This design comes from an exercise in tuning for small area and a short achievable clock period on the open sky130 flow, not from production work.
Function was not checked in any run shown here: the RTL went through the layout flow alone.

==> design/flow/design.v <==
module full_adder(output sum,
                  output carry_out,
                  input x,
                  input y,
                  input carry_in);
assign sum = x ^ y ^ carry_in;
assign carry_out = (x & y) | (x & carry_in) | (y & carry_in);
endmodule
module g_and2(output y, input a, input b);
assign y = a & b;
endmodule
module g_aoi21(output y, input a, input b, input c);
assign y = ~((a & b) | c);
endmodule
module g_inv(output y, input a);
assign y = ~a;
endmodule
module g_nand2(output y, input a, input b);
assign y = ~(a & b);
endmodule
module g_nor2(output y, input a, input b);
assign y = ~(a | b);
endmodule
module g_oai21(output y, input a, input b, input c);
assign y = ~((a | b) & c);
endmodule
module g_or2(output y, input a, input b);
assign y = a | b;
endmodule
module g_xnor2(output y, input a, input b);
assign y = ~(a ^ b);
endmodule
module g_xor2(output y, input a, input b);
assign y = a ^ b;
endmodule
module half_adder_n(output sum_n,
                    output carry_n,
                    input a_n,
                    input b_n);
xnor_n xs(sum_n, a_n, b_n);
or_n oc(carry_n, a_n, b_n);
endmodule
module xnor_n(output y, input a, input b);
assign y = ~(a ^ b);
endmodule
module or_n(output y, input a, input b);
assign y = a | b;
endmodule
module fir_3tap (input clk,
                 input [7:0] Xin,
                 input [7:0] H0,
                 input [7:0] H1,
                 input [7:0] H2,
                 output reg [15:0] Yout);
reg [7:0] Xd, H1d, H2d;
reg [15:0] Pn;
wire t2_p0_0 = ~(Xd[0] & H2d[0]);
wire t2_p0_1 = ~(Xd[0] & H2d[1]);
wire t2_p0_2 = ~(Xd[0] & H2d[2]);
wire t2_p0_3 = ~(Xd[0] & H2d[3]);
wire t2_p0_4 = ~(Xd[0] & H2d[4]);
wire t2_p0_5 = ~(Xd[0] & H2d[5]);
wire t2_p0_6 = ~(Xd[0] & H2d[6]);
wire t2_p0_7 = ~(Xd[0] & H2d[7]);
wire t2_p1_0 = ~(Xd[1] & H2d[0]);
wire t2_p1_1 = ~(Xd[1] & H2d[1]);
wire t2_p1_2 = ~(Xd[1] & H2d[2]);
wire t2_p1_3 = ~(Xd[1] & H2d[3]);
wire t2_p1_4 = ~(Xd[1] & H2d[4]);
wire t2_p1_5 = ~(Xd[1] & H2d[5]);
wire t2_p1_6 = ~(Xd[1] & H2d[6]);
wire t2_p1_7 = ~(Xd[1] & H2d[7]);
wire t2_p2_0 = ~(Xd[2] & H2d[0]);
wire t2_p2_1 = ~(Xd[2] & H2d[1]);
wire t2_p2_2 = ~(Xd[2] & H2d[2]);
wire t2_p2_3 = ~(Xd[2] & H2d[3]);
wire t2_p2_4 = ~(Xd[2] & H2d[4]);
wire t2_p2_5 = ~(Xd[2] & H2d[5]);
wire t2_p2_6 = ~(Xd[2] & H2d[6]);
wire t2_p2_7 = ~(Xd[2] & H2d[7]);
wire t2_p3_0 = ~(Xd[3] & H2d[0]);
wire t2_p3_1 = ~(Xd[3] & H2d[1]);
wire t2_p3_2 = ~(Xd[3] & H2d[2]);
wire t2_p3_3 = ~(Xd[3] & H2d[3]);
wire t2_p3_4 = ~(Xd[3] & H2d[4]);
wire t2_p3_5 = ~(Xd[3] & H2d[5]);
wire t2_p3_6 = ~(Xd[3] & H2d[6]);
wire t2_p3_7 = ~(Xd[3] & H2d[7]);
wire t2_p4_0 = ~(Xd[4] & H2d[0]);
wire t2_p4_1 = ~(Xd[4] & H2d[1]);
wire t2_p4_2 = ~(Xd[4] & H2d[2]);
wire t2_p4_3 = ~(Xd[4] & H2d[3]);
wire t2_p4_4 = ~(Xd[4] & H2d[4]);
wire t2_p4_5 = ~(Xd[4] & H2d[5]);
wire t2_p4_6 = ~(Xd[4] & H2d[6]);
wire t2_p4_7 = ~(Xd[4] & H2d[7]);
wire t2_p5_0 = ~(Xd[5] & H2d[0]);
wire t2_p5_1 = ~(Xd[5] & H2d[1]);
wire t2_p5_2 = ~(Xd[5] & H2d[2]);
wire t2_p5_3 = ~(Xd[5] & H2d[3]);
wire t2_p5_4 = ~(Xd[5] & H2d[4]);
wire t2_p5_5 = ~(Xd[5] & H2d[5]);
wire t2_p5_6 = ~(Xd[5] & H2d[6]);
wire t2_p5_7 = ~(Xd[5] & H2d[7]);
wire t2_p6_0 = ~(Xd[6] & H2d[0]);
wire t2_p6_1 = ~(Xd[6] & H2d[1]);
wire t2_p6_2 = ~(Xd[6] & H2d[2]);
wire t2_p6_3 = ~(Xd[6] & H2d[3]);
wire t2_p6_4 = ~(Xd[6] & H2d[4]);
wire t2_p6_5 = ~(Xd[6] & H2d[5]);
wire t2_p6_6 = ~(Xd[6] & H2d[6]);
wire t2_p6_7 = ~(Xd[6] & H2d[7]);
wire t2_p7_0 = ~(Xd[7] & H2d[0]);
wire t2_p7_1 = ~(Xd[7] & H2d[1]);
wire t2_p7_2 = ~(Xd[7] & H2d[2]);
wire t2_p7_3 = ~(Xd[7] & H2d[3]);
wire t2_p7_4 = ~(Xd[7] & H2d[4]);
wire t2_p7_5 = ~(Xd[7] & H2d[5]);
wire t2_p7_6 = ~(Xd[7] & H2d[6]);
wire t2_p7_7 = ~(Xd[7] & H2d[7]);
wire t2_s0, t2_c0;
half_adder_n t2_ha0 (t2_s0, t2_c0, t2_p0_6, t2_p1_5);
wire t2_s1, t2_c1;
full_adder t2_fa1 (t2_s1, t2_c1, t2_p0_7, t2_p1_6, t2_p2_5);
wire t2_s2, t2_c2;
half_adder_n t2_ha2 (t2_s2, t2_c2, t2_p3_4, t2_p4_3);
wire t2_s3, t2_c3;
full_adder t2_fa3 (t2_s3, t2_c3, t2_p1_7, t2_p2_6, t2_p3_5);
wire t2_s4, t2_c4;
half_adder_n t2_ha4 (t2_s4, t2_c4, t2_p4_4, t2_p5_3);
wire t2_s5, t2_c5;
full_adder t2_fa5 (t2_s5, t2_c5, t2_p2_7, t2_p3_6, t2_p4_5);
wire t2_s6, t2_c6;
half_adder_n t2_ha6 (t2_s6, t2_c6, t2_p0_4, t2_p1_3);
wire t2_s7, t2_c7;
full_adder t2_fa7 (t2_s7, t2_c7, t2_p0_5, t2_p1_4, t2_p2_3);
wire t2_s8, t2_c8;
half_adder_n t2_ha8 (t2_s8, t2_c8, t2_p3_2, t2_p4_1);
wire t2_s9, t2_c9;
full_adder t2_fa9 (t2_s9, t2_c9, t2_p2_4, t2_p3_3, t2_p4_2);
wire t2_s10, t2_c10;
full_adder t2_fa10 (t2_s10, t2_c10, t2_p5_1, t2_p6_0, t2_s0);
wire t2_s11, t2_c11;
full_adder t2_fa11 (t2_s11, t2_c11, t2_p5_2, t2_p6_1, t2_p7_0);
wire t2_s12, t2_c12;
full_adder t2_fa12 (t2_s12, t2_c12, t2_c0, t2_s2, t2_s1);
wire t2_s13, t2_c13;
full_adder t2_fa13 (t2_s13, t2_c13, t2_p6_2, t2_p7_1, t2_c2);
wire t2_s14, t2_c14;
full_adder t2_fa14 (t2_s14, t2_c14, t2_s4, t2_c1, t2_s3);
wire t2_s15, t2_c15;
full_adder t2_fa15 (t2_s15, t2_c15, t2_p5_4, t2_p6_3, t2_p7_2);
wire t2_s16, t2_c16;
full_adder t2_fa16 (t2_s16, t2_c16, t2_c4, t2_c3, t2_s5);
wire t2_s17, t2_c17;
full_adder t2_fa17 (t2_s17, t2_c17, t2_p3_7, t2_p4_6, t2_p5_5);
wire t2_s18, t2_c18;
full_adder t2_fa18 (t2_s18, t2_c18, t2_p6_4, t2_p7_3, t2_c5);
wire t2_s19, t2_c19;
full_adder t2_fa19 (t2_s19, t2_c19, t2_p4_7, t2_p5_6, t2_p6_5);
wire t2_s20, t2_c20;
half_adder_n t2_ha20 (t2_s20, t2_c20, t2_p0_3, t2_p1_2);
wire t2_s21, t2_c21;
full_adder t2_fa21 (t2_s21, t2_c21, t2_p2_2, t2_p3_1, t2_p4_0);
wire t2_s22, t2_c22;
full_adder t2_fa22 (t2_s22, t2_c22, t2_p5_0, t2_c6, t2_s8);
wire t2_s23, t2_c23;
full_adder t2_fa23 (t2_s23, t2_c23, t2_c8, t2_c7, t2_s9);
wire t2_s24, t2_c24;
full_adder t2_fa24 (t2_s24, t2_c24, t2_c9, t2_s11, t2_c10);
wire t2_s25, t2_c25;
full_adder t2_fa25 (t2_s25, t2_c25, t2_c11, t2_s13, t2_c12);
wire t2_s26, t2_c26;
full_adder t2_fa26 (t2_s26, t2_c26, t2_s15, t2_c13, t2_c14);
wire t2_s27, t2_c27;
full_adder t2_fa27 (t2_s27, t2_c27, t2_c15, t2_s17, t2_c16);
wire t2_s28, t2_c28;
full_adder t2_fa28 (t2_s28, t2_c28, t2_p7_4, t2_c17, t2_s19);
wire t2_s29, t2_c29;
full_adder t2_fa29 (t2_s29, t2_c29, t2_p5_7, t2_p6_6, t2_p7_5);
wire t2_s30, t2_c30;
half_adder_n t2_ha30 (t2_s30, t2_c30, t2_p0_2, t2_p1_1);
wire t2_s31, t2_c31;
full_adder t2_fa31 (t2_s31, t2_c31, t2_p2_1, t2_p3_0, t2_s20);
wire t2_s32, t2_c32;
full_adder t2_fa32 (t2_s32, t2_c32, t2_c20, t2_s6, t2_s21);
wire t2_s33, t2_c33;
full_adder t2_fa33 (t2_s33, t2_c33, t2_c21, t2_s7, t2_s22);
wire t2_s34, t2_c34;
full_adder t2_fa34 (t2_s34, t2_c34, t2_c22, t2_s10, t2_s23);
wire t2_s35, t2_c35;
full_adder t2_fa35 (t2_s35, t2_c35, t2_c23, t2_s12, t2_s24);
wire t2_s36, t2_c36;
full_adder t2_fa36 (t2_s36, t2_c36, t2_s14, t2_c24, t2_s25);
wire t2_s37, t2_c37;
full_adder t2_fa37 (t2_s37, t2_c37, t2_s16, t2_c25, t2_s26);
wire t2_s38, t2_c38;
full_adder t2_fa38 (t2_s38, t2_c38, t2_s18, t2_c26, t2_s27);
wire t2_s39, t2_c39;
full_adder t2_fa39 (t2_s39, t2_c39, t2_c18, t2_s28, t2_c27);
wire t2_s40, t2_c40;
full_adder t2_fa40 (t2_s40, t2_c40, t2_c19, t2_s29, t2_c28);
wire t2_s41, t2_c41;
full_adder t2_fa41 (t2_s41, t2_c41, t2_p6_7, t2_p7_6, t2_c29);
wire n1;
g_xnor2 u1 (n1, t2_p0_1, t2_p1_0);
wire n2;
g_or2 u2 (n2, t2_p0_1, t2_p1_0);
wire t2_rs2, t2_rc2;
full_adder t2_rfa2 (t2_rs2, t2_rc2, t2_s30, t2_p2_0, n2);
wire t2_rs3, t2_rc3;
full_adder t2_rfa3 (t2_rs3, t2_rc3, t2_c30, t2_s31, t2_rc2);
wire n3;
g_or2 u3 (n3, t2_c31, t2_s32);
wire n4;
g_and2 u4 (n4, t2_c31, t2_s32);
wire n5;
g_aoi21 u5 (n5, n3, t2_rc3, n4);
wire n6;
g_nor2 u6 (n6, t2_c32, t2_s33);
wire n7;
g_nand2 u7 (n7, t2_c32, t2_s33);
wire n8;
g_oai21 u8 (n8, n6, n5, n7);
wire n9;
g_or2 u9 (n9, t2_c33, t2_s34);
wire n10;
g_and2 u10 (n10, t2_c33, t2_s34);
wire n11;
g_aoi21 u11 (n11, n9, n8, n10);
wire n12;
g_nor2 u12 (n12, t2_c34, t2_s35);
wire n13;
g_nand2 u13 (n13, t2_c34, t2_s35);
wire n14;
g_oai21 u14 (n14, n12, n11, n13);
wire n15;
g_nor2 u15 (n15, t2_c36, t2_s37);
wire n16;
g_nand2 u16 (n16, t2_c35, t2_s36);
wire n17;
g_nand2 u17 (n17, t2_c36, t2_s37);
wire n18;
g_oai21 u18 (n18, n15, n16, n17);
wire n19;
g_nor2 u19 (n19, t2_c35, t2_s36);
wire n20;
g_nor2 u20 (n20, n15, n19);
wire n21;
g_nor2 u21 (n21, t2_c38, t2_s39);
wire n22;
g_nand2 u22 (n22, t2_c37, t2_s38);
wire n23;
g_nand2 u23 (n23, t2_c38, t2_s39);
wire n24;
g_oai21 u24 (n24, n21, n22, n23);
wire n25;
g_nor2 u25 (n25, t2_c37, t2_s38);
wire n26;
g_nor2 u26 (n26, n21, n25);
wire n27;
g_nor2 u27 (n27, t2_c40, t2_s41);
wire n28;
g_nand2 u28 (n28, t2_c39, t2_s40);
wire n29;
g_nand2 u29 (n29, t2_c40, t2_s41);
wire n30;
g_oai21 u30 (n30, n27, n28, n29);
wire n31;
g_nor2 u31 (n31, t2_c39, t2_s40);
wire n32;
g_nor2 u32 (n32, n27, n31);
wire n33;
g_aoi21 u33 (n33, n20, n14, n18);
wire n34;
g_or2 u34 (n34, t2_c34, t2_s35);
wire n35;
g_nand2 u35 (n35, n20, n34);
wire n36;
g_aoi21 u36 (n36, n32, n24, n30);
wire n37;
g_nand2 u37 (n37, n32, n26);
wire n38;
g_oai21 u38 (n38, n37, n33, n36);
wire n39;
g_nor2 u39 (n39, n37, n35);
wire n40;
g_inv u40 (n40, n26);
wire n41;
g_inv u41 (n41, n24);
wire n42;
g_oai21 u42 (n42, n40, n33, n41);
wire n43;
g_inv u43 (n43, n26);
wire n44;
g_nor2 u44 (n44, n43, n35);
wire n45;
g_or2 u45 (n45, t2_c35, t2_s36);
wire n46;
g_and2 u46 (n46, t2_c35, t2_s36);
wire n47;
g_aoi21 u47 (n47, n45, n14, n46);
wire n48;
g_nand2 u48 (n48, n45, n34);
wire n49;
g_oai21 u49 (n49, n25, n33, n22);
wire n50;
g_nor2 u50 (n50, n25, n35);
wire n51;
g_or2 u51 (n51, t2_c39, t2_s40);
wire n52;
g_and2 u52 (n52, t2_c39, t2_s40);
wire n53;
g_aoi21 u53 (n53, n51, n42, n52);
wire n54;
g_nand2 u54 (n54, n51, n44);
wire n55;
g_or2 u55 (n55, t2_c41, t2_p7_7);
wire n56;
g_and2 u56 (n56, t2_c41, t2_p7_7);
wire n57;
g_aoi21 u57 (n57, n55, n38, n56);
wire n58;
g_nand2 u58 (n58, n55, n39);
wire n59;
g_xor2 u59 (n59, t2_c31, t2_s32);
wire n60;
g_xor2 u60 (n60, n59, t2_rc3);
wire n61;
g_xor2 u61 (n61, t2_c32, t2_s33);
wire n62;
g_xnor2 u62 (n62, n61, n5);
wire n63;
g_xor2 u63 (n63, t2_c33, t2_s34);
wire n64;
g_xor2 u64 (n64, n63, n8);
wire n65;
g_xor2 u65 (n65, t2_c34, t2_s35);
wire n66;
g_xnor2 u66 (n66, n65, n11);
wire n67;
g_xor2 u67 (n67, t2_c35, t2_s36);
wire n68;
g_xor2 u68 (n68, n67, n14);
wire n69;
g_xor2 u69 (n69, t2_c36, t2_s37);
wire n70;
g_xnor2 u70 (n70, n69, n47);
wire n71;
g_xor2 u71 (n71, t2_c37, t2_s38);
wire n72;
g_xnor2 u72 (n72, n71, n33);
wire n73;
g_xor2 u73 (n73, t2_c38, t2_s39);
wire n74;
g_xor2 u74 (n74, n73, n49);
wire n75;
g_xor2 u75 (n75, t2_c39, t2_s40);
wire n76;
g_xor2 u76 (n76, n75, n42);
wire n77;
g_xor2 u77 (n77, t2_c40, t2_s41);
wire n78;
g_xnor2 u78 (n78, n77, n53);
wire n79;
g_xor2 u79 (n79, t2_c41, t2_p7_7);
wire n80;
g_xor2 u80 (n80, n79, n38);
wire n81;
g_inv u81 (n81, n57);
wire [15:0] t2_sn = {n81, n80, n78, n76, n74, n72, n70, n68, n66, n64, n62, n60, t2_rs3, t2_rs2, n1, t2_p0_0};
wire t1_p0_0 = ~(Xd[0] & H1d[0]);
wire t1_p0_1 = ~(Xd[0] & H1d[1]);
wire t1_p0_2 = ~(Xd[0] & H1d[2]);
wire t1_p0_3 = ~(Xd[0] & H1d[3]);
wire t1_p0_4 = ~(Xd[0] & H1d[4]);
wire t1_p0_5 = ~(Xd[0] & H1d[5]);
wire t1_p0_6 = ~(Xd[0] & H1d[6]);
wire t1_p0_7 = ~(Xd[0] & H1d[7]);
wire t1_p1_0 = ~(Xd[1] & H1d[0]);
wire t1_p1_1 = ~(Xd[1] & H1d[1]);
wire t1_p1_2 = ~(Xd[1] & H1d[2]);
wire t1_p1_3 = ~(Xd[1] & H1d[3]);
wire t1_p1_4 = ~(Xd[1] & H1d[4]);
wire t1_p1_5 = ~(Xd[1] & H1d[5]);
wire t1_p1_6 = ~(Xd[1] & H1d[6]);
wire t1_p1_7 = ~(Xd[1] & H1d[7]);
wire t1_p2_0 = ~(Xd[2] & H1d[0]);
wire t1_p2_1 = ~(Xd[2] & H1d[1]);
wire t1_p2_2 = ~(Xd[2] & H1d[2]);
wire t1_p2_3 = ~(Xd[2] & H1d[3]);
wire t1_p2_4 = ~(Xd[2] & H1d[4]);
wire t1_p2_5 = ~(Xd[2] & H1d[5]);
wire t1_p2_6 = ~(Xd[2] & H1d[6]);
wire t1_p2_7 = ~(Xd[2] & H1d[7]);
wire t1_p3_0 = ~(Xd[3] & H1d[0]);
wire t1_p3_1 = ~(Xd[3] & H1d[1]);
wire t1_p3_2 = ~(Xd[3] & H1d[2]);
wire t1_p3_3 = ~(Xd[3] & H1d[3]);
wire t1_p3_4 = ~(Xd[3] & H1d[4]);
wire t1_p3_5 = ~(Xd[3] & H1d[5]);
wire t1_p3_6 = ~(Xd[3] & H1d[6]);
wire t1_p3_7 = ~(Xd[3] & H1d[7]);
wire t1_p4_0 = ~(Xd[4] & H1d[0]);
wire t1_p4_1 = ~(Xd[4] & H1d[1]);
wire t1_p4_2 = ~(Xd[4] & H1d[2]);
wire t1_p4_3 = ~(Xd[4] & H1d[3]);
wire t1_p4_4 = ~(Xd[4] & H1d[4]);
wire t1_p4_5 = ~(Xd[4] & H1d[5]);
wire t1_p4_6 = ~(Xd[4] & H1d[6]);
wire t1_p4_7 = ~(Xd[4] & H1d[7]);
wire t1_p5_0 = ~(Xd[5] & H1d[0]);
wire t1_p5_1 = ~(Xd[5] & H1d[1]);
wire t1_p5_2 = ~(Xd[5] & H1d[2]);
wire t1_p5_3 = ~(Xd[5] & H1d[3]);
wire t1_p5_4 = ~(Xd[5] & H1d[4]);
wire t1_p5_5 = ~(Xd[5] & H1d[5]);
wire t1_p5_6 = ~(Xd[5] & H1d[6]);
wire t1_p5_7 = ~(Xd[5] & H1d[7]);
wire t1_p6_0 = ~(Xd[6] & H1d[0]);
wire t1_p6_1 = ~(Xd[6] & H1d[1]);
wire t1_p6_2 = ~(Xd[6] & H1d[2]);
wire t1_p6_3 = ~(Xd[6] & H1d[3]);
wire t1_p6_4 = ~(Xd[6] & H1d[4]);
wire t1_p6_5 = ~(Xd[6] & H1d[5]);
wire t1_p6_6 = ~(Xd[6] & H1d[6]);
wire t1_p6_7 = ~(Xd[6] & H1d[7]);
wire t1_p7_0 = ~(Xd[7] & H1d[0]);
wire t1_p7_1 = ~(Xd[7] & H1d[1]);
wire t1_p7_2 = ~(Xd[7] & H1d[2]);
wire t1_p7_3 = ~(Xd[7] & H1d[3]);
wire t1_p7_4 = ~(Xd[7] & H1d[4]);
wire t1_p7_5 = ~(Xd[7] & H1d[5]);
wire t1_p7_6 = ~(Xd[7] & H1d[6]);
wire t1_p7_7 = ~(Xd[7] & H1d[7]);
wire t1_s0, t1_c0;
half_adder_n t1_ha0 (t1_s0, t1_c0, Pn[5], t1_p0_5);
wire t1_s1, t1_c1;
full_adder t1_fa1 (t1_s1, t1_c1, Pn[6], t1_p0_6, t1_p1_5);
wire t1_s2, t1_c2;
half_adder_n t1_ha2 (t1_s2, t1_c2, t1_p2_4, t1_p3_3);
wire t1_s3, t1_c3;
full_adder t1_fa3 (t1_s3, t1_c3, Pn[7], t1_p0_7, t1_p1_6);
wire t1_s4, t1_c4;
full_adder t1_fa4 (t1_s4, t1_c4, t1_p2_5, t1_p3_4, t1_p4_3);
wire t1_s5, t1_c5;
half_adder_n t1_ha5 (t1_s5, t1_c5, t1_p5_2, t1_p6_1);
wire t1_s6, t1_c6;
full_adder t1_fa6 (t1_s6, t1_c6, Pn[8], t1_p1_7, t1_p2_6);
wire t1_s7, t1_c7;
full_adder t1_fa7 (t1_s7, t1_c7, t1_p3_5, t1_p4_4, t1_p5_3);
wire t1_s8, t1_c8;
half_adder_n t1_ha8 (t1_s8, t1_c8, t1_p6_2, t1_p7_1);
wire t1_s9, t1_c9;
full_adder t1_fa9 (t1_s9, t1_c9, Pn[9], t1_p2_7, t1_p3_6);
wire t1_s10, t1_c10;
full_adder t1_fa10 (t1_s10, t1_c10, t1_p4_5, t1_p5_4, t1_p6_3);
wire t1_s11, t1_c11;
full_adder t1_fa11 (t1_s11, t1_c11, Pn[10], t1_p3_7, t1_p4_6);
wire t1_s12, t1_c12;
half_adder_n t1_ha12 (t1_s12, t1_c12, Pn[3], t1_p0_3);
wire t1_s13, t1_c13;
full_adder t1_fa13 (t1_s13, t1_c13, Pn[4], t1_p0_4, t1_p1_3);
wire t1_s14, t1_c14;
half_adder_n t1_ha14 (t1_s14, t1_c14, t1_p2_2, t1_p3_1);
wire t1_s15, t1_c15;
full_adder t1_fa15 (t1_s15, t1_c15, t1_p1_4, t1_p2_3, t1_p3_2);
wire t1_s16, t1_c16;
full_adder t1_fa16 (t1_s16, t1_c16, t1_p4_1, t1_p5_0, t1_s0);
wire t1_s17, t1_c17;
full_adder t1_fa17 (t1_s17, t1_c17, t1_p4_2, t1_p5_1, t1_p6_0);
wire t1_s18, t1_c18;
full_adder t1_fa18 (t1_s18, t1_c18, t1_c0, t1_s2, t1_s1);
wire t1_s19, t1_c19;
full_adder t1_fa19 (t1_s19, t1_c19, t1_p7_0, t1_c2, t1_s5);
wire t1_s20, t1_c20;
full_adder t1_fa20 (t1_s20, t1_c20, t1_c1, t1_s3, t1_s4);
wire t1_s21, t1_c21;
full_adder t1_fa21 (t1_s21, t1_c21, t1_c5, t1_s8, t1_c3);
wire t1_s22, t1_c22;
full_adder t1_fa22 (t1_s22, t1_c22, t1_c4, t1_s6, t1_s7);
wire t1_s23, t1_c23;
full_adder t1_fa23 (t1_s23, t1_c23, t1_p7_2, t1_c8, t1_c6);
wire t1_s24, t1_c24;
full_adder t1_fa24 (t1_s24, t1_c24, t1_c7, t1_s10, t1_s9);
wire t1_s25, t1_c25;
full_adder t1_fa25 (t1_s25, t1_c25, t1_p5_5, t1_p6_4, t1_p7_3);
wire t1_s26, t1_c26;
full_adder t1_fa26 (t1_s26, t1_c26, t1_c10, t1_c9, t1_s11);
wire t1_s27, t1_c27;
full_adder t1_fa27 (t1_s27, t1_c27, Pn[11], t1_p4_7, t1_p5_6);
wire t1_s28, t1_c28;
full_adder t1_fa28 (t1_s28, t1_c28, t1_p6_5, t1_p7_4, t1_c11);
wire t1_s29, t1_c29;
full_adder t1_fa29 (t1_s29, t1_c29, Pn[12], t1_p5_7, t1_p6_6);
wire t1_s30, t1_c30;
half_adder_n t1_ha30 (t1_s30, t1_c30, Pn[2], t1_p0_2);
wire t1_s31, t1_c31;
full_adder t1_fa31 (t1_s31, t1_c31, t1_p1_2, t1_p2_1, t1_p3_0);
wire t1_s32, t1_c32;
full_adder t1_fa32 (t1_s32, t1_c32, t1_p4_0, t1_c12, t1_s14);
wire t1_s33, t1_c33;
full_adder t1_fa33 (t1_s33, t1_c33, t1_c14, t1_c13, t1_s15);
wire t1_s34, t1_c34;
full_adder t1_fa34 (t1_s34, t1_c34, t1_c15, t1_s17, t1_c16);
wire t1_s35, t1_c35;
full_adder t1_fa35 (t1_s35, t1_c35, t1_c17, t1_s19, t1_c18);
wire t1_s36, t1_c36;
full_adder t1_fa36 (t1_s36, t1_c36, t1_c19, t1_c20, t1_s21);
wire t1_s37, t1_c37;
full_adder t1_fa37 (t1_s37, t1_c37, t1_c21, t1_c22, t1_s23);
wire t1_s38, t1_c38;
full_adder t1_fa38 (t1_s38, t1_c38, t1_s25, t1_c23, t1_c24);
wire t1_s39, t1_c39;
full_adder t1_fa39 (t1_s39, t1_c39, t1_c25, t1_s27, t1_c26);
wire t1_s40, t1_c40;
full_adder t1_fa40 (t1_s40, t1_c40, t1_p7_5, t1_c27, t1_s29);
wire t1_s41, t1_c41;
full_adder t1_fa41 (t1_s41, t1_c41, Pn[13], t1_p6_7, t1_p7_6);
wire t1_s42, t1_c42;
half_adder_n t1_ha42 (t1_s42, t1_c42, Pn[1], t1_p0_1);
wire t1_s43, t1_c43;
full_adder t1_fa43 (t1_s43, t1_c43, t1_p1_1, t1_p2_0, t1_s30);
wire t1_s44, t1_c44;
full_adder t1_fa44 (t1_s44, t1_c44, t1_c30, t1_s12, t1_s31);
wire t1_s45, t1_c45;
full_adder t1_fa45 (t1_s45, t1_c45, t1_c31, t1_s13, t1_s32);
wire t1_s46, t1_c46;
full_adder t1_fa46 (t1_s46, t1_c46, t1_c32, t1_s16, t1_s33);
wire t1_s47, t1_c47;
full_adder t1_fa47 (t1_s47, t1_c47, t1_c33, t1_s18, t1_s34);
wire t1_s48, t1_c48;
full_adder t1_fa48 (t1_s48, t1_c48, t1_s20, t1_c34, t1_s35);
wire t1_s49, t1_c49;
full_adder t1_fa49 (t1_s49, t1_c49, t1_s22, t1_c35, t1_s36);
wire t1_s50, t1_c50;
full_adder t1_fa50 (t1_s50, t1_c50, t1_s24, t1_c36, t1_s37);
wire t1_s51, t1_c51;
full_adder t1_fa51 (t1_s51, t1_c51, t1_s26, t1_c37, t1_s38);
wire t1_s52, t1_c52;
full_adder t1_fa52 (t1_s52, t1_c52, t1_s28, t1_c38, t1_s39);
wire t1_s53, t1_c53;
full_adder t1_fa53 (t1_s53, t1_c53, t1_c28, t1_s40, t1_c39);
wire t1_s54, t1_c54;
full_adder t1_fa54 (t1_s54, t1_c54, t1_c29, t1_s41, t1_c40);
wire t1_s55, t1_c55;
full_adder t1_fa55 (t1_s55, t1_c55, Pn[14], t1_p7_7, t1_c41);
wire t1x_s0, t1x_c0;
half_adder_n t1x_ha0 (t1x_s0, t1x_c0, t1_c47, t1_s48);
wire t1x_s1, t1x_c1;
half_adder_n t1x_ha1 (t1x_s1, t1x_c1, t1_c48, t1_s49);
wire t0_p0_0 = ~(Xin[0] & H0[0]);
wire t0_p0_1 = ~(Xin[0] & H0[1]);
wire t0_p0_2 = ~(Xin[0] & H0[2]);
wire t0_p0_3 = ~(Xin[0] & H0[3]);
wire t0_p0_4 = ~(Xin[0] & H0[4]);
wire t0_p0_5 = ~(Xin[0] & H0[5]);
wire t0_p0_6 = ~(Xin[0] & H0[6]);
wire t0_p0_7 = ~(Xin[0] & H0[7]);
wire t0_p1_0 = ~(Xin[1] & H0[0]);
wire t0_p1_1 = ~(Xin[1] & H0[1]);
wire t0_p1_2 = ~(Xin[1] & H0[2]);
wire t0_p1_3 = ~(Xin[1] & H0[3]);
wire t0_p1_4 = ~(Xin[1] & H0[4]);
wire t0_p1_5 = ~(Xin[1] & H0[5]);
wire t0_p1_6 = ~(Xin[1] & H0[6]);
wire t0_p1_7 = ~(Xin[1] & H0[7]);
wire t0_p2_0 = ~(Xin[2] & H0[0]);
wire t0_p2_1 = ~(Xin[2] & H0[1]);
wire t0_p2_2 = ~(Xin[2] & H0[2]);
wire t0_p2_3 = ~(Xin[2] & H0[3]);
wire t0_p2_4 = ~(Xin[2] & H0[4]);
wire t0_p2_5 = ~(Xin[2] & H0[5]);
wire t0_p2_6 = ~(Xin[2] & H0[6]);
wire t0_p2_7 = ~(Xin[2] & H0[7]);
wire t0_p3_0 = ~(Xin[3] & H0[0]);
wire t0_p3_1 = ~(Xin[3] & H0[1]);
wire t0_p3_2 = ~(Xin[3] & H0[2]);
wire t0_p3_3 = ~(Xin[3] & H0[3]);
wire t0_p3_4 = ~(Xin[3] & H0[4]);
wire t0_p3_5 = ~(Xin[3] & H0[5]);
wire t0_p3_6 = ~(Xin[3] & H0[6]);
wire t0_p3_7 = ~(Xin[3] & H0[7]);
wire t0_p4_0 = ~(Xin[4] & H0[0]);
wire t0_p4_1 = ~(Xin[4] & H0[1]);
wire t0_p4_2 = ~(Xin[4] & H0[2]);
wire t0_p4_3 = ~(Xin[4] & H0[3]);
wire t0_p4_4 = ~(Xin[4] & H0[4]);
wire t0_p4_5 = ~(Xin[4] & H0[5]);
wire t0_p4_6 = ~(Xin[4] & H0[6]);
wire t0_p4_7 = ~(Xin[4] & H0[7]);
wire t0_p5_0 = ~(Xin[5] & H0[0]);
wire t0_p5_1 = ~(Xin[5] & H0[1]);
wire t0_p5_2 = ~(Xin[5] & H0[2]);
wire t0_p5_3 = ~(Xin[5] & H0[3]);
wire t0_p5_4 = ~(Xin[5] & H0[4]);
wire t0_p5_5 = ~(Xin[5] & H0[5]);
wire t0_p5_6 = ~(Xin[5] & H0[6]);
wire t0_p5_7 = ~(Xin[5] & H0[7]);
wire t0_p6_0 = ~(Xin[6] & H0[0]);
wire t0_p6_1 = ~(Xin[6] & H0[1]);
wire t0_p6_2 = ~(Xin[6] & H0[2]);
wire t0_p6_3 = ~(Xin[6] & H0[3]);
wire t0_p6_4 = ~(Xin[6] & H0[4]);
wire t0_p6_5 = ~(Xin[6] & H0[5]);
wire t0_p6_6 = ~(Xin[6] & H0[6]);
wire t0_p6_7 = ~(Xin[6] & H0[7]);
wire t0_p7_0 = ~(Xin[7] & H0[0]);
wire t0_p7_1 = ~(Xin[7] & H0[1]);
wire t0_p7_2 = ~(Xin[7] & H0[2]);
wire t0_p7_3 = ~(Xin[7] & H0[3]);
wire t0_p7_4 = ~(Xin[7] & H0[4]);
wire t0_p7_5 = ~(Xin[7] & H0[5]);
wire t0_p7_6 = ~(Xin[7] & H0[6]);
wire t0_p7_7 = ~(Xin[7] & H0[7]);
wire t0_s0, t0_c0;
half_adder_n t0_ha0 (t0_s0, t0_c0, t1_c44, t1_s45);
wire t0_s1, t0_c1;
full_adder t0_fa1 (t0_s1, t0_c1, t1_c45, t1_s46, t0_p0_5);
wire t0_s2, t0_c2;
half_adder_n t0_ha2 (t0_s2, t0_c2, t0_p1_4, t0_p2_3);
wire t0_s3, t0_c3;
full_adder t0_fa3 (t0_s3, t0_c3, t1_c46, t1_s47, t0_p0_6);
wire t0_s4, t0_c4;
full_adder t0_fa4 (t0_s4, t0_c4, t0_p1_5, t0_p2_4, t0_p3_3);
wire t0_s5, t0_c5;
half_adder_n t0_ha5 (t0_s5, t0_c5, t0_p4_2, t0_p5_1);
wire t0_s6, t0_c6;
full_adder t0_fa6 (t0_s6, t0_c6, t1x_s0, t0_p0_7, t0_p1_6);
wire t0_s7, t0_c7;
full_adder t0_fa7 (t0_s7, t0_c7, t0_p2_5, t0_p3_4, t0_p4_3);
wire t0_s8, t0_c8;
full_adder t0_fa8 (t0_s8, t0_c8, t0_p5_2, t0_p6_1, t0_p7_0);
wire t0_s9, t0_c9;
full_adder t0_fa9 (t0_s9, t0_c9, t1x_c0, t1x_s1, t0_p1_7);
wire t0_s10, t0_c10;
full_adder t0_fa10 (t0_s10, t0_c10, t0_p2_6, t0_p3_5, t0_p4_4);
wire t0_s11, t0_c11;
full_adder t0_fa11 (t0_s11, t0_c11, t0_p5_3, t0_p6_2, t0_p7_1);
wire t0_s12, t0_c12;
full_adder t0_fa12 (t0_s12, t0_c12, t1_c49, t1_s50, t1x_c1);
wire t0_s13, t0_c13;
full_adder t0_fa13 (t0_s13, t0_c13, t0_p2_7, t0_p3_6, t0_p4_5);
wire t0_s14, t0_c14;
full_adder t0_fa14 (t0_s14, t0_c14, t0_p5_4, t0_p6_3, t0_p7_2);
wire t0_s15, t0_c15;
full_adder t0_fa15 (t0_s15, t0_c15, t1_c50, t1_s51, t0_p3_7);
wire t0_s16, t0_c16;
full_adder t0_fa16 (t0_s16, t0_c16, t0_p4_6, t0_p5_5, t0_p6_4);
wire t0_s17, t0_c17;
full_adder t0_fa17 (t0_s17, t0_c17, t1_c51, t1_s52, t0_p4_7);
wire t0_s18, t0_c18;
half_adder_n t0_ha18 (t0_s18, t0_c18, t1_c42, t1_s43);
wire t0_s19, t0_c19;
full_adder t0_fa19 (t0_s19, t0_c19, t1_c43, t1_s44, t0_p0_3);
wire t0_s20, t0_c20;
half_adder_n t0_ha20 (t0_s20, t0_c20, t0_p1_2, t0_p2_1);
wire t0_s21, t0_c21;
full_adder t0_fa21 (t0_s21, t0_c21, t0_s0, t0_p0_4, t0_p1_3);
wire t0_s22, t0_c22;
full_adder t0_fa22 (t0_s22, t0_c22, t0_p2_2, t0_p3_1, t0_p4_0);
wire t0_s23, t0_c23;
full_adder t0_fa23 (t0_s23, t0_c23, t0_c0, t0_p3_2, t0_p4_1);
wire t0_s24, t0_c24;
full_adder t0_fa24 (t0_s24, t0_c24, t0_p5_0, t0_s2, t0_s1);
wire t0_s25, t0_c25;
full_adder t0_fa25 (t0_s25, t0_c25, t0_p6_0, t0_c2, t0_s5);
wire t0_s26, t0_c26;
full_adder t0_fa26 (t0_s26, t0_c26, t0_c1, t0_s3, t0_s4);
wire t0_s27, t0_c27;
full_adder t0_fa27 (t0_s27, t0_c27, t0_c5, t0_c3, t0_c4);
wire t0_s28, t0_c28;
full_adder t0_fa28 (t0_s28, t0_c28, t0_s6, t0_s7, t0_s8);
wire t0_s29, t0_c29;
full_adder t0_fa29 (t0_s29, t0_c29, t0_c6, t0_c7, t0_c8);
wire t0_s30, t0_c30;
full_adder t0_fa30 (t0_s30, t0_c30, t0_s10, t0_s11, t0_s9);
wire t0_s31, t0_c31;
full_adder t0_fa31 (t0_s31, t0_c31, t0_s12, t0_c10, t0_c11);
wire t0_s32, t0_c32;
full_adder t0_fa32 (t0_s32, t0_c32, t0_c9, t0_s13, t0_s14);
wire t0_s33, t0_c33;
full_adder t0_fa33 (t0_s33, t0_c33, t0_p7_3, t0_c12, t0_c13);
wire t0_s34, t0_c34;
full_adder t0_fa34 (t0_s34, t0_c34, t0_c14, t0_s15, t0_s16);
wire t0_s35, t0_c35;
full_adder t0_fa35 (t0_s35, t0_c35, t0_p5_6, t0_p6_5, t0_p7_4);
wire t0_s36, t0_c36;
full_adder t0_fa36 (t0_s36, t0_c36, t0_c15, t0_c16, t0_s17);
wire t0_s37, t0_c37;
full_adder t0_fa37 (t0_s37, t0_c37, t1_s53, t1_c52, t0_p5_7);
wire t0_s38, t0_c38;
full_adder t0_fa38 (t0_s38, t0_c38, t0_p6_6, t0_p7_5, t0_c17);
wire t0_s39, t0_c39;
full_adder t0_fa39 (t0_s39, t0_c39, t1_s54, t1_c53, t0_p6_7);
wire t0_s40, t0_c40;
half_adder_n t0_ha40 (t0_s40, t0_c40, t1_p1_0, t1_s42);
wire t0_s41, t0_c41;
full_adder t0_fa41 (t0_s41, t0_c41, t0_s18, t0_p0_2, t0_p1_1);
wire t0_s42, t0_c42;
full_adder t0_fa42 (t0_s42, t0_c42, t0_c18, t0_p3_0, t0_s20);
wire t0_s43, t0_c43;
full_adder t0_fa43 (t0_s43, t0_c43, t0_c20, t0_c19, t0_s21);
wire t0_s44, t0_c44;
full_adder t0_fa44 (t0_s44, t0_c44, t0_c21, t0_c22, t0_s23);
wire t0_s45, t0_c45;
full_adder t0_fa45 (t0_s45, t0_c45, t0_c23, t0_s25, t0_c24);
wire t0_s46, t0_c46;
full_adder t0_fa46 (t0_s46, t0_c46, t0_c25, t0_c26, t0_s27);
wire t0_s47, t0_c47;
full_adder t0_fa47 (t0_s47, t0_c47, t0_c27, t0_c28, t0_s29);
wire t0_s48, t0_c48;
full_adder t0_fa48 (t0_s48, t0_c48, t0_c29, t0_c30, t0_s31);
wire t0_s49, t0_c49;
full_adder t0_fa49 (t0_s49, t0_c49, t0_c31, t0_c32, t0_s33);
wire t0_s50, t0_c50;
full_adder t0_fa50 (t0_s50, t0_c50, t0_s35, t0_c33, t0_c34);
wire t0_s51, t0_c51;
full_adder t0_fa51 (t0_s51, t0_c51, t0_c35, t0_s37, t0_c36);
wire t0_s52, t0_c52;
full_adder t0_fa52 (t0_s52, t0_c52, t0_p7_6, t0_c37, t0_s39);
wire t0_s53, t0_c53;
full_adder t0_fa53 (t0_s53, t0_c53, t1_s55, t1_c54, t0_p7_7);
wire t0_s54, t0_c54;
half_adder_n t0_ha54 (t0_s54, t0_c54, Pn[0], t1_p0_0);
wire t0_s55, t0_c55;
full_adder t0_fa55 (t0_s55, t0_c55, t0_s40, t0_p0_1, t0_p1_0);
wire t0_s56, t0_c56;
full_adder t0_fa56 (t0_s56, t0_c56, t0_c40, t0_p2_0, t0_s41);
wire t0_s57, t0_c57;
full_adder t0_fa57 (t0_s57, t0_c57, t0_c41, t0_s19, t0_s42);
wire t0_s58, t0_c58;
full_adder t0_fa58 (t0_s58, t0_c58, t0_s22, t0_c42, t0_s43);
wire t0_s59, t0_c59;
full_adder t0_fa59 (t0_s59, t0_c59, t0_c43, t0_s24, t0_s44);
wire t0_s60, t0_c60;
full_adder t0_fa60 (t0_s60, t0_c60, t0_c44, t0_s26, t0_s45);
wire t0_s61, t0_c61;
full_adder t0_fa61 (t0_s61, t0_c61, t0_s28, t0_c45, t0_s46);
wire t0_s62, t0_c62;
full_adder t0_fa62 (t0_s62, t0_c62, t0_s30, t0_c46, t0_s47);
wire t0_s63, t0_c63;
full_adder t0_fa63 (t0_s63, t0_c63, t0_s32, t0_c47, t0_s48);
wire t0_s64, t0_c64;
full_adder t0_fa64 (t0_s64, t0_c64, t0_s34, t0_c48, t0_s49);
wire t0_s65, t0_c65;
full_adder t0_fa65 (t0_s65, t0_c65, t0_s36, t0_c49, t0_s50);
wire t0_s66, t0_c66;
full_adder t0_fa66 (t0_s66, t0_c66, t0_s38, t0_c50, t0_s51);
wire t0_s67, t0_c67;
full_adder t0_fa67 (t0_s67, t0_c67, t0_c38, t0_s52, t0_c51);
wire t0_s68, t0_c68;
full_adder t0_fa68 (t0_s68, t0_c68, t0_c39, t0_s53, t0_c52);
wire t0_s69, t0_c69;
full_adder t0_fa69 (t0_s69, t0_c69, Pn[15], t1_c55, t0_c53);
wire n82;
g_xnor2 u82 (n82, t0_s54, t0_p0_0);
wire n83;
g_or2 u83 (n83, t0_s54, t0_p0_0);
wire t0_rs1, t0_rc1;
full_adder t0_rfa1 (t0_rs1, t0_rc1, t0_c54, t0_s55, n83);
wire t0_rs2, t0_rc2;
full_adder t0_rfa2 (t0_rs2, t0_rc2, t0_c55, t0_s56, t0_rc1);
wire t0_rs3, t0_rc3;
full_adder t0_rfa3 (t0_rs3, t0_rc3, t0_c56, t0_s57, t0_rc2);
wire n84;
g_or2 u84 (n84, t0_c57, t0_s58);
wire n85;
g_and2 u85 (n85, t0_c57, t0_s58);
wire n86;
g_aoi21 u86 (n86, n84, t0_rc3, n85);
wire n87;
g_nor2 u87 (n87, t0_c58, t0_s59);
wire n88;
g_nand2 u88 (n88, t0_c58, t0_s59);
wire n89;
g_oai21 u89 (n89, n87, n86, n88);
wire n90;
g_or2 u90 (n90, t0_c59, t0_s60);
wire n91;
g_and2 u91 (n91, t0_c59, t0_s60);
wire n92;
g_aoi21 u92 (n92, n90, n89, n91);
wire n93;
g_nor2 u93 (n93, t0_c60, t0_s61);
wire n94;
g_nand2 u94 (n94, t0_c60, t0_s61);
wire n95;
g_oai21 u95 (n95, n93, n92, n94);
wire n96;
g_nor2 u96 (n96, t0_c62, t0_s63);
wire n97;
g_nand2 u97 (n97, t0_c61, t0_s62);
wire n98;
g_nand2 u98 (n98, t0_c62, t0_s63);
wire n99;
g_oai21 u99 (n99, n96, n97, n98);
wire n100;
g_nor2 u100 (n100, t0_c61, t0_s62);
wire n101;
g_nor2 u101 (n101, n96, n100);
wire n102;
g_nor2 u102 (n102, t0_c64, t0_s65);
wire n103;
g_nand2 u103 (n103, t0_c63, t0_s64);
wire n104;
g_nand2 u104 (n104, t0_c64, t0_s65);
wire n105;
g_oai21 u105 (n105, n102, n103, n104);
wire n106;
g_nor2 u106 (n106, t0_c63, t0_s64);
wire n107;
g_nor2 u107 (n107, n102, n106);
wire n108;
g_nor2 u108 (n108, t0_c66, t0_s67);
wire n109;
g_nand2 u109 (n109, t0_c65, t0_s66);
wire n110;
g_nand2 u110 (n110, t0_c66, t0_s67);
wire n111;
g_oai21 u111 (n111, n108, n109, n110);
wire n112;
g_nor2 u112 (n112, t0_c65, t0_s66);
wire n113;
g_nor2 u113 (n113, n108, n112);
wire n114;
g_aoi21 u114 (n114, n101, n95, n99);
wire n115;
g_or2 u115 (n115, t0_c60, t0_s61);
wire n116;
g_nand2 u116 (n116, n101, n115);
wire n117;
g_aoi21 u117 (n117, n113, n105, n111);
wire n118;
g_nand2 u118 (n118, n113, n107);
wire n119;
g_oai21 u119 (n119, n118, n114, n117);
wire n120;
g_nor2 u120 (n120, n118, n116);
wire n121;
g_inv u121 (n121, n107);
wire n122;
g_inv u122 (n122, n105);
wire n123;
g_oai21 u123 (n123, n121, n114, n122);
wire n124;
g_inv u124 (n124, n107);
wire n125;
g_nor2 u125 (n125, n124, n116);
wire n126;
g_or2 u126 (n126, t0_c61, t0_s62);
wire n127;
g_and2 u127 (n127, t0_c61, t0_s62);
wire n128;
g_aoi21 u128 (n128, n126, n95, n127);
wire n129;
g_nand2 u129 (n129, n126, n115);
wire n130;
g_oai21 u130 (n130, n106, n114, n103);
wire n131;
g_nor2 u131 (n131, n106, n116);
wire n132;
g_or2 u132 (n132, t0_c65, t0_s66);
wire n133;
g_and2 u133 (n133, t0_c65, t0_s66);
wire n134;
g_aoi21 u134 (n134, n132, n123, n133);
wire n135;
g_nand2 u135 (n135, n132, n125);
wire n136;
g_or2 u136 (n136, t0_c67, t0_s68);
wire n137;
g_and2 u137 (n137, t0_c67, t0_s68);
wire n138;
g_aoi21 u138 (n138, n136, n119, n137);
wire n139;
g_nand2 u139 (n139, n136, n120);
wire n140;
g_inv u140 (n140, n82);
wire n141;
g_inv u141 (n141, t0_rs1);
wire n142;
g_inv u142 (n142, t0_rs2);
wire n143;
g_inv u143 (n143, t0_rs3);
wire n144;
g_xor2 u144 (n144, t0_c57, t0_s58);
wire n145;
g_xnor2 u145 (n145, n144, t0_rc3);
wire n146;
g_xor2 u146 (n146, t0_c58, t0_s59);
wire n147;
g_xor2 u147 (n147, n146, n86);
wire n148;
g_xor2 u148 (n148, t0_c59, t0_s60);
wire n149;
g_xnor2 u149 (n149, n148, n89);
wire n150;
g_xor2 u150 (n150, t0_c60, t0_s61);
wire n151;
g_xor2 u151 (n151, n150, n92);
wire n152;
g_xor2 u152 (n152, t0_c61, t0_s62);
wire n153;
g_xnor2 u153 (n153, n152, n95);
wire n154;
g_xor2 u154 (n154, t0_c62, t0_s63);
wire n155;
g_xor2 u155 (n155, n154, n128);
wire n156;
g_xor2 u156 (n156, t0_c63, t0_s64);
wire n157;
g_xor2 u157 (n157, n156, n114);
wire n158;
g_xor2 u158 (n158, t0_c64, t0_s65);
wire n159;
g_xnor2 u159 (n159, n158, n130);
wire n160;
g_xor2 u160 (n160, t0_c65, t0_s66);
wire n161;
g_xnor2 u161 (n161, n160, n123);
wire n162;
g_xor2 u162 (n162, t0_c66, t0_s67);
wire n163;
g_xor2 u163 (n163, n162, n134);
wire n164;
g_xor2 u164 (n164, t0_c67, t0_s68);
wire n165;
g_xnor2 u165 (n165, n164, n119);
wire n166;
g_xor2 u166 (n166, t0_c68, t0_s69);
wire n167;
g_xor2 u167 (n167, n166, n138);
wire [15:0] t0_sn = {n167, n165, n163, n161, n159, n157, n155, n153, n151, n149, n147, n145, n143, n142, n141, n140};
always @(posedge clk) begin
  Xd   <= Xin;
  H1d  <= H1;
  H2d  <= H2;
  Pn   <= t2_sn;
  Yout <= t0_sn;
end
endmodule
==> design/flow/flow/run.sh <==
#!/bin/bash
# The standard layout (standard.sh), with two changes to how it is made:
# - ports are buffered with buf_1 instead of the default delay buffer;
# - repair_timing aims for 6.6 ns of setup slack instead of 0.
set -euo pipefail
export SETUP_SLACK_MARGIN=6.6
export BUFFER_PORTS_ARGS="-buffer_cell sky130_fd_sc_hd__buf_1"
bash standard.sh > standard.log 2>&1
==> design/flow/standard.sh <==
#!/bin/bash
# synth_recipe.tcl (not shown) runs the flow's synth.tcl, then flattens the netlist and writes it again
# the make line also repeats each setting of config.mk as NAME=value (left out here)
make -C /OpenROAD-flow-scripts/flow DESIGN_CONFIG=/design/flow/config.mk WORK_HOME=/design/flow/orfs CLKGATE_MAP_FILE= SYNTH_SCRIPT=/design/flow/synth_recipe.tcl "${@:-finish}"
==> design/flow/config.mk <==
export PLATFORM = sky130hd
export DESIGN_NAME = fir_3tap
export DESIGN_NICKNAME = fir_3tap
export VERILOG_FILES = /design/flow/design.v
export SDC_FILE = /design/flow/constraint.sdc
export NUM_CORES = 4
export LEC_CHECK = 0
export CAP_MARGIN = 20
export CORE_MARGIN = 2
export CORE_UTILIZATION = 55
export CTS_BUF_LIST = sky130_fd_sc_hd__clkbuf_8
export SLEW_MARGIN = 20
export SYNTH_HIERARCHICAL = 1
export SYNTH_MINIMUM_KEEP_SIZE = 0
export TNS_END_PERCENT = 0
==> design/flow/constraint.sdc <==
create_clock -name core_clock -period 12.5 [get_ports {clk}]
set_input_delay 2.5000 -clock core_clock [delete_from_list [all_inputs] [get_ports {clk}]]
set_output_delay 2.5000 -clock core_clock [all_outputs]
set_load 0.01 [all_outputs]
==> impl_results.md, run 1 <==
* Total negative setup slack at 0 ps
* Seq/Total Area, Yosys at approximately 17%
* Worst-path maximum fanout at 8
* Vias per inst at about 5.3
* CP arrival at 5940 ps
* Max stage delay on crit path at 570 ps
* Skew final at about 13 ps
* Fillcell total at slightly below 1000
* Row count at 39
* TritonRoute pass-1 iters at 5
* Final WL at 12500 microns
* Count leader, synth: nand2_1
* Ports at between 40 and 50
* CTS tree: built
* Hold WC Path Type: reg -> reg
* Critical path type: in -> reg
* Wire length per cell at 15.6 microns
* Layout area overhead at 5.36%
* Reg clk slew, reported paths at 110 ps
* Final Hold Violating Endpoints at 0
* Post-synth EDFFs at 0
* Initial DRC Count at between 200 and 300
* Die H at 113 microns
* Gate Count Post-Synth at 644
* Minimum clock period at 5670 ps
* Overall Global Routing Usage at 23.0%
* H-tree Lvls at 2
* First-pass GRT wire length at roughly 23000 microns
* Clock root buffer master: clkbuf_8
* Slew HR at 68.0%
* Share of the synthesized area in the top cell type at 46.4%
* Worst hold margin at a little over 500 ps
* Status: timing/DRC/antenna clean
* Skew-Pair Late Insertion Delay at 330 ps
* Max-Cap Viols at 0
* Share of cells above drive strength 1 at 10.9%
* Crit path max-delay family: adder cells
* Syn_area_per_cell at 10.1 sq um
* Ys async rst share at 0%
* Largest net degree at the start of global routing at 17
* Core area at 11500 sq um
* Post-synth top cells: 209 x nand2_1, 151 x fa_1, 56 x dfxtp_1
* DIE AREA at 12700 sq um
* Vias at 4239
* Maximum clock rate at 0.176 GHz
* Crit end category: flip-flop
* CTS buffer count at 5
* DR DRC count at 0
* Crit path buf inv count at 1
* Top cells by area, synth: fa_1 46%, dfxtp_1 17%, nand2_1 12%
* Crit path cell chain: clkbuf_4, nand2_1, fa_1, fa_1, fa_1, fa_2, a21oi_2, o21ai_1, a21oi_2, o21ai_2, a21oi_4, o21ai_2, a21oi_2, xor2_1
* Yosys top cell by area: fa_1
* ANT nets after route at 0
* Slew Limit Fails at 0
* Main synth FF type: dfxtp_1
* Worst path slowest cell: fa_1
* Synth Register Bits at between 50 and 60
* Setup violators final at 0
* Critical Path RT at ~13000 ps
* Buffers on Ports at 48
* Slew @ Worst Pin at a little under 500 ps
* Routability cong. at 0.838
* Clock Tree Buf Depth at 2
* Clock sink count at 56
* Diode count at 0
* RSZ-0062 raised after global routing: false
* Final net count at 847
* Syn Std Cell Area at approximately 6500 sq um
* Hpwl dp at 10100 microns
* Total gr overflow at 0
* Total number of yosys warnings at 7
* Initial Util at 56.8%
* Ratio of final minimum period to clock period at a little under half
* Syn_nets at ~830
* Crit path launch type: input port
* Die Wd at approximately 110 microns
* Distinct cells, synth at 15
* Post-CTS Hold Buffers at 0
* Initial antenna violation count at 0
* Vias in the first global route at between 4000 and 5000
==> per-stage QoR <==
step	utilization, %	setup slack, ps	instances	area [sq um]
2_1_floorplan	-	6630	644	6510
3_3_place_gp	57.0	6180	787	6530
3_5_place_dp	57.0	6050	787	6530
4_1_cts	58.4	6600	794	6700
5_1_grt	59.8	6610	806	6860
6_report	59.8	6830	806	6860
==> timing repair <==
action / 4_1_cts / 5_1_grt
buffers inserted: 0 / 12
endpoints found under the setup margin: 6 / 6
gates resized for setup: 26 / 28
pin swaps: 0 / 3
==> path summary, 6_finish.rpt <==
check	startpoint	endpoint	slack, ps	cells past startpoint
worst max-delay path	H0[2]	Yout[13]	6830	14
worst min-delay path	H2d[0]	Pn[0]	510	1
worst max register to register	H1d[7]	Yout[15]	6890	16
worst min register to register	H2d[0]	Pn[0]	510	1
==> layer usage <==
layer | part of all wire (%) | GRT usage [%]
met2 | 52 | 39.7
met1 | 41 | 30.5
met3 | 4.5 | 3.32
met5 | 0 | 0
met4 | 2.0 | 6.67
==> logic make-up (layout without fill, tap and decap cells) <==
family | after synthesis | count (layout) | share of synthesized area, %
compound gates | 30 | 30 | 3.11
xor+xnor | 72 | 72 | 9.68
fa+ha+maj | 151 | 151 | 46.4
buf+inv | 57 | 76 | 5.74
flops | 56 | 56 | 17.2
simple gates | 278 | 278 | 17.8
==> worst reg2reg max path, cell delays in order (launching register included) <==
cell	delay, ps
dfxtp_4	410
nand2_1	90
fa_1	520
fa_2	420
fa_1	570
fa_1	450
or2_1	260
fa_1	530
fa_1	440
fa_1	500
fa_2	610
nor2_4	60
o21ai_2	160
a21oi_4	70
o21ai_2	200
a21oi_2	80
xor2_1	160
==> per-module statistics from Yosys, one instance, submodules excluded, a selection <==
module	times used	cells inside	cell area (sq um)
fir_3tap	1	296	2180
full_adder	151	1	20.0
xnor_n	24	1	8.76
g_xnor2	13	1	8.76
or_n	24	1	6.26
g_or2	12	1	6.26
g_and2	10	1	6.26
g_nand2	18	1	3.75
g_nor2	22	1	3.75
g_inv	9	1	3.75
==> sequential cells by signal, summed over array words and instances, names as in the netlist <==
name,cells
Yout,16
H2d,8
Pn,16
H1d,8
Xd,8
==> cell type report <==
class / count / area, sq um / share of cell area, %
Clock inverter: 2 / 60.1 / 0.875
Inverter: 9 / 33.8 / 0.492
Sequential cell: 56 / 1170 / 17.0
Multi-Input combinational cell: 531 / 5060 / 73.7
Tap cell: 143 / 179 / 2.61
Timing Repair Buffer: 60 / 294 / 4.29
Clock buffer: 5 / 68.8 / 1.00
==> cells in the final DEF (no fill, tap or decap), types with 4 or more instances in the layout <==
cell type / Yosys / final
o21ai_2: 0 / 4
xor2_1: 35 / 35
or2_1: 36 / 36
inv_1: 9 / 9
clkbuf_2: 6 / 4
dfxtp_1: 56 / 42
dfxtp_4: 0 / 12
buf_2: 26 / 9
nor2_1: 22 / 20
and2_1: 10 / 10
xnor2_1: 37 / 37
nand2_1: 209 / 209
o21ai_1: 16 / 12
buf_1: 0 / 33
a21oi_2: 14 / 13
clkbuf_8: 0 / 5
fa_1: 151 / 148
buf_4: 0 / 12
==> run 2, diff against run 1 <==
==> design/flow/flow/run.sh (replaced) <==
#!/bin/bash
# The standard layout (standard.sh), with two changes to how it is made:
# - ports are buffered with buf_1 instead of the default delay buffer;
# - repair_timing aims for 6.9 ns of setup slack instead of 0.
set -euo pipefail
export SETUP_SLACK_MARGIN=6.9
export BUFFER_PORTS_ARGS="-buffer_cell sky130_fd_sc_hd__buf_1"
bash standard.sh > standard.log 2>&1
==> impl_results.md, run 2 <==
* Worst path slowest cell: fa_1
* Slew @ Worst Pin at 390 ps
* First-pass GRT wire length at 23000 microns
* Vias in the first global route at 4719
* Worst-path maximum fanout at 8
* Distinct cells, synth at 15
* Critical path type: in -> reg
* Total number of yosys warnings at 7
* Gate Count Post-Synth at 644
* CTS tree: built
* Share of cells above drive strength 1 at 14.7%
* Vias at 4242
* R2R Path Start: Xd[2]
* Slew Limit Fails at 0
* RSZ-0062 raised after global routing: true
* Critical Path RT at 12770 ps
* Ys async rst share at 0%
* Vias per inst at 5.19
* Crit end category: flip-flop
* Minimum clock period at 5560 ps
* Crit-path most repeated cell: fa_1
* Worst Setup EP: Yout[13]
* Top cells by area, synth: fa_1 46%, dfxtp_1 17%, nand2_1 12%
* Die H at around 110 microns
* ANT nets after route at 0
* Initial Util at 56.8%
* Skew-Pair Late Insertion Delay at about 340 ps
* Syn Std Cell Area at 6510 sq um
* Yosys top cell by area: fa_1
* Finished layout cell area at between 6000 and 7000 sq um
* Die Wd at 113 microns
* RR Endpoint: Yout[13]
* Main synth FF type: dfxtp_1
* Commonest non-fill, non-tap cells in the layout: 206 x nand2_1, 138 x fa_1, 41 x dfxtp_1
* Placement Setup Slack at 6280 ps
* Crit path launch type: input port
* Final net count at 858
* Post-synth EDFFs at 0
* DIE AREA at ~13000 sq um
* Max stage delay on crit path at 520 ps
* H-tree Lvls at 2
* DR DRC count at 0
* Hold WC Path Type: reg -> reg
* Slew HR at 74.0%
* Crit path cell chain: buf_2, nand2_1, fa_1, fa_2, fa_1, fa_1, or2_1, a21oi_2, o21ai_2, a21oi_4, o21ai_2, a21oi_2, xor2_1
* Syn_area_per_cell at 10.1 sq um
* Syn_nets at 828
* Crit path from: H0[5]
* Reg clk slew, reported paths at 110 ps
* Reg2Reg Depth at 17
* Count leader, synth: nand2_1
* Final Util at around three fifths
* Crit. path cell count at 13
* Post-Place Cell Area at 6560 sq um
* TritonRoute pass-1 iters at 5
* Final setup margin at 6940 ps
* Setup violators final at 0
* Core area at 11500 sq um
* Total gr overflow at 0
* Diode count at 0
* Routability cong. at 0.844
* Layout area overhead at 6.74%
* Crit path buf inv count at 1
* Fillcell total at 1012
* Ports at 49
* Post-synth top cells: 209 x nand2_1, 151 x fa_1, 56 x dfxtp_1
* Total negative setup slack at 0 ps
* Clock root buffer master: clkbuf_8
* CP arrival at approximately 5800 ps
* Maximum clock rate at between 0.15 and 0.2 GHz
* Status: timing/DRC/antenna clean
* Synth Register Bits at 56
* Crit path max-delay family: adder cells
* Final WL at 12900 microns
* Largest net degree at the start of global routing at 19
* Ratio of final minimum period to clock period at around 45%
* Overall Global Routing Usage at 23.0%
* CTS buffer count at 5
* Seq/Total Area, Yosys at 17.2%
* Largest regs: Pn: 16 flops, Yout: 16 flops
* Skew final at 8.22 ps
* Clock sink count at 56
* Hpwl dp at 10100 microns
* Max-Cap Viols at 0
* Most common cell after layout, fill and taps aside: nand2_1
* Row count at 39
* Reg-to-reg slack, setup at between 6000 and 7000 ps
* Buffers on Ports at 48
* Initial DRC Count at 187
* Clock Tree Buf Depth at 2
* Share of the synthesized area in the top cell type at 46.4%
* Final Hold Violating Endpoints at 0
* Wire length per cell at 15.7 microns
* Initial antenna violation count at 0
-- run 2: cell counts after synthesis --
No cell type changed its count.
-- run 2: per-module statistics from Yosys, one instance, submodules excluded, excerpt --
| module | cells | flops+latches |
|---|---|---|
| g_oai21 | 1 | 0 |
| xnor_n | 1 | 0 |
| g_inv | 1 | 0 |
| fir_3tap | 296 | 56 |
| g_and2 | 1 | 0 |
| g_aoi21 | 1 | 0 |
| g_xnor2 | 1 | 0 |
-- run 2: per-layer routing --
metal / global-route usage (%) / vias up / wire (microns)
met2: 39.7 / 87 / 6560
li1: - / 1968 / -
met4: 6.75 / 0 / 238
met3: 3.16 / 14 / 506
met5: 0 / - / 0
met1: 30.7 / 2173 / 5560
-- run 2: logic make-up (layout without fill, tap and decap cells) --
kind of cell,count (synthesis),count (layout),share of synthesized area (%)
compound gates,30,30,3.11
fa+ha+maj,151,151,46.4
xor+xnor,72,72,9.68
buf+inv,57,88,5.74
flops,56,56,17.2
simple gates,278,278,17.8
-- run 2: layout make-up --
type                       instances  area (sq um)  share of cell area, %
multi-input combinational        531          5100                   73.4
sequential                        56          1170                   16.9
timing repair buffer              71           377                   5.42
tap                              143           179                   2.57
clock buffer                       5          68.8                  0.990
inverter                           9          33.8                  0.486
clock inverter                     3          21.3                  0.306
-- run 2: repair_timing --
| item | in CTS | in global routing |
|---|---|---|
| hold buffers | 0 | 0 |
| hold endpoints to repair | 0 | 0 |
| setup buffers | 15 | 8 |
| setup endpoints to repair | 7 | 6 |
| pin swaps | 5 | 24 |
| gates resized for setup | 42 | 21 |
-- run 2: worst min-delay path by stage --
stage,start,endpoint,slack (ps),depth (start not counted)
after detailed placement,H2d[0],Pn[0],510,1
final,H2d[0],Pn[0],530,1
after CTS,H2d[0],Pn[0],530,1
after global routing,H2d[0],Pn[0],550,1
after global placement,H2d[0],Pn[0],510,1
after floorplan,H2d[0],Pn[0],490,2
-- run 2: through the flow --
stage | instances | hold slack (ps)
floorplan | 644 | 495
global placement | 787 | 512
detailed placement | 787 | 505
CTS | 810 | 534
global route | 818 | 552
finish | 818 | 534
==> run 3, diff against run 2 <==
==> design/flow/flow/run.sh (replaced) <==
#!/bin/bash
# The standard layout (standard.sh), with two changes to how it is made:
# - ports are buffered with buf_1 instead of the default delay buffer;
# - repair_timing aims for 7.1 ns of setup slack instead of 0.
set -euo pipefail
export SETUP_SLACK_MARGIN=7.1
export BUFFER_PORTS_ARGS="-buffer_cell sky130_fd_sc_hd__buf_1"
bash standard.sh > standard.log 2>&1
==> impl_results.md, run 3 <==
* Critical Path RT at between 10000 and 15000 ps
* ANT nets after route at 0
* Row count at 39
* Routability cong. at around 0.83
* CTS buffer count at 5
* Worst-path maximum fanout at 8
* Area of the multi-input gates at 5120 sq um
* Status: timing/DRC/antenna clean
* Setup violators final at 0
* H-tree Lvls at 2
* Fillcell total at 982
* Synth Register Bits at 56
* First-pass GRT wire length at roughly 23000 microns
* Final net count at 859
* RR Endpoint: Yout[15]
* Syn Std Cell Area at ~6500 sq um
* Vias per inst at 5.24
* Largest net degree at the start of global routing at 17
* Skew final at 12.9 ps
* Post-CTS Hold Buffers at 0
* Final WL at around 13000 microns
* Buffers on Ports at 48
* Initial DRC Count at approximately 220
* Non-filler cells, final at just over 800
* Ys async rst share at 0%
* TritonRoute pass-1 iters at 4
* Most common cell after layout, fill and taps aside: nand2_1
* Clock root buffer master: clkbuf_8
* Distinct cells, synth at 15
* Vias in the first global route at around 4800
* Crit path launch type: input port
* Total gr overflow at 0
* Reg2Reg Depth at 17
* Gate Count Post-Synth at 644
* Share of the synthesized area in the top cell type at 46.4%
* Core area at 11500 sq um
* Minimum clock period at about 5500 ps
* Clock sink count at 56
* Max-Cap Viols at 0
* Share of cells above drive strength 1 at ~16%
* Hpwl dp at 9950 microns
* Initial antenna violation count at 0
* Count leader, synth: nand2_1
* Post-synth top cells: 209 x nand2_1, 151 x fa_1, 56 x dfxtp_1
* Diode count at 0
* Layout area overhead at 8.09%
* Yosys top cell by area: fa_1
* Total number of yosys warnings at 7
==> run 3: cell counts after synthesis <==
Identical to the previous run, type by type.
==> run 3: area by class of cell <==
cell class / count / area share, %
multi-input combinational: 531 / 72.8
sequential: 56 / 16.7
timing repair buffer: 72 / 5.69
tap: 143 / 2.54
clock buffer: 5 / 0.978
clock inverter: 2 / 0.853
inverter: 9 / 0.480
==> run 3: per-module statistics from Yosys (local to each module, per instance), excerpt <==
module      cell area [sq um]  cells  flops+latches  copies in the design
full_adder               20.0      1              0                   151
g_xor2                   8.76      1              0                    35
g_aoi21                  8.76      1              0                    14
xnor_n                   8.76      1              0                    24
g_and2                   6.26      1              0                    10
g_or2                    6.26      1              0                    12
g_oai21                  5.00      1              0                    16
==> run 3: metrics by stage <==
step | worst slack (ps) | instance area, sq um | util (%) | hold slack [ps]
after global routing | 6830 | 7040 | 61.4 | 554
after floorplan | 6970 | 6630 | - | 495
after detailed placement | 6240 | 6580 | 57.4 | 511
after global placement | 6380 | 6580 | 57.4 | 514
after CTS | 7000 | 6990 | 60.9 | 532
final | 7010 | 7040 | 61.4 | 529
==> run 3: cell families (layout without fill, tap and decap cells) <==
| logic type | Yosys count | after routing | synth area share (%) |
|---|---|---|---|
| XOR/XNOR | 72 | 72 | 9.68 |
| AO/OA/AOI/OAI | 30 | 30 | 3.11 |
| flip-flops | 56 | 56 | 17.2 |
| adder cells (fa/ha/maj) | 151 | 151 | 46.4 |
| AND/OR/NAND/NOR | 278 | 278 | 17.8 |
| buffers and inverters | 57 | 88 | 5.74 |
==> run 3: worst min-delay path by stage <==
| stage | cells after the start | to | slack, ps |
|---|---|---|---|
| after CTS | 1 | Pn[0] | 530 |
| final | 1 | Pn[0] | 530 |
| after global placement | 1 | Pn[0] | 510 |
| after detailed placement | 1 | Pn[0] | 510 |
| after floorplan | 2 | Pn[0] | 490 |
| after global routing | 1 | Pn[0] | 550 |
==> run 3: critical path, cell delays in order <==
cell     delay [ps]
buf_2           200
nand2_2          80
fa_1            480
fa_2            360
fa_1            500
fa_1            450
or2_1           240
a21oi_2         180
o21ai_2         120
a21oi_2         140
buf_6           140
o21ai_4          60
a21oi_2         140
xor2_1          160
==> run 3: per-layer routing <==
metal | vias to the layer above | global-route usage, % | share of wire [%]
li1 | 1972 | - | -
met1 | 2204 | 30.9 | 42
met2 | 98 | 40.1 | 51
met3 | 14 | 3.96 | 4.9
met4 | 0 | 6.34 | 1.9
met5 | - | 0 | 0
==> run 3: repair_timing <==
action                     CTS  global route
gates cloned                 0             0
resized for setup           57            10
setup endpoints to repair    8             6
buffers inserted            21             3
pin swaps                   28            11

[re-timing with driven ports]
The results above use ideal ports. As a check the final layouts listed here were re-extracted and re-timed, cells and wires unchanged. Step 1: set_driving_cell puts a clkbuf_16 on clk and a buf_2 on each other input, an assumption about the parent block. Step 2 adds t to the input delays and takes it off the output delays; t is the mean of the earliest and latest rising clock arrival at the registers after step 1. Input paths then give back, and output paths get back, about the clock's delay inside the block. Three values: ideal ports, drivers, drivers and shift; two values: the first two.
run	t, ns	slack for setup (ns)	worst setup path at the end	latest minus earliest clock arrival (ns)	worst slew at a driven data input, ns
run 1	0.360	6.826 / 6.795 / 6.434	input to register	0.013 / 0.013	0.07
run 2	0.370	6.937 / 6.948 / 6.577	input to register	0.009 / 0.009	0.03
run 3	0.366	7.014 / 7.028 / 6.662	input to register	0.013 / 0.012	0.03
After both steps setup and hold are still met in every run listed. The setup slack of run 1, which loses most, moves by -0.031 ns with the drivers and by -0.392 ns with both steps.
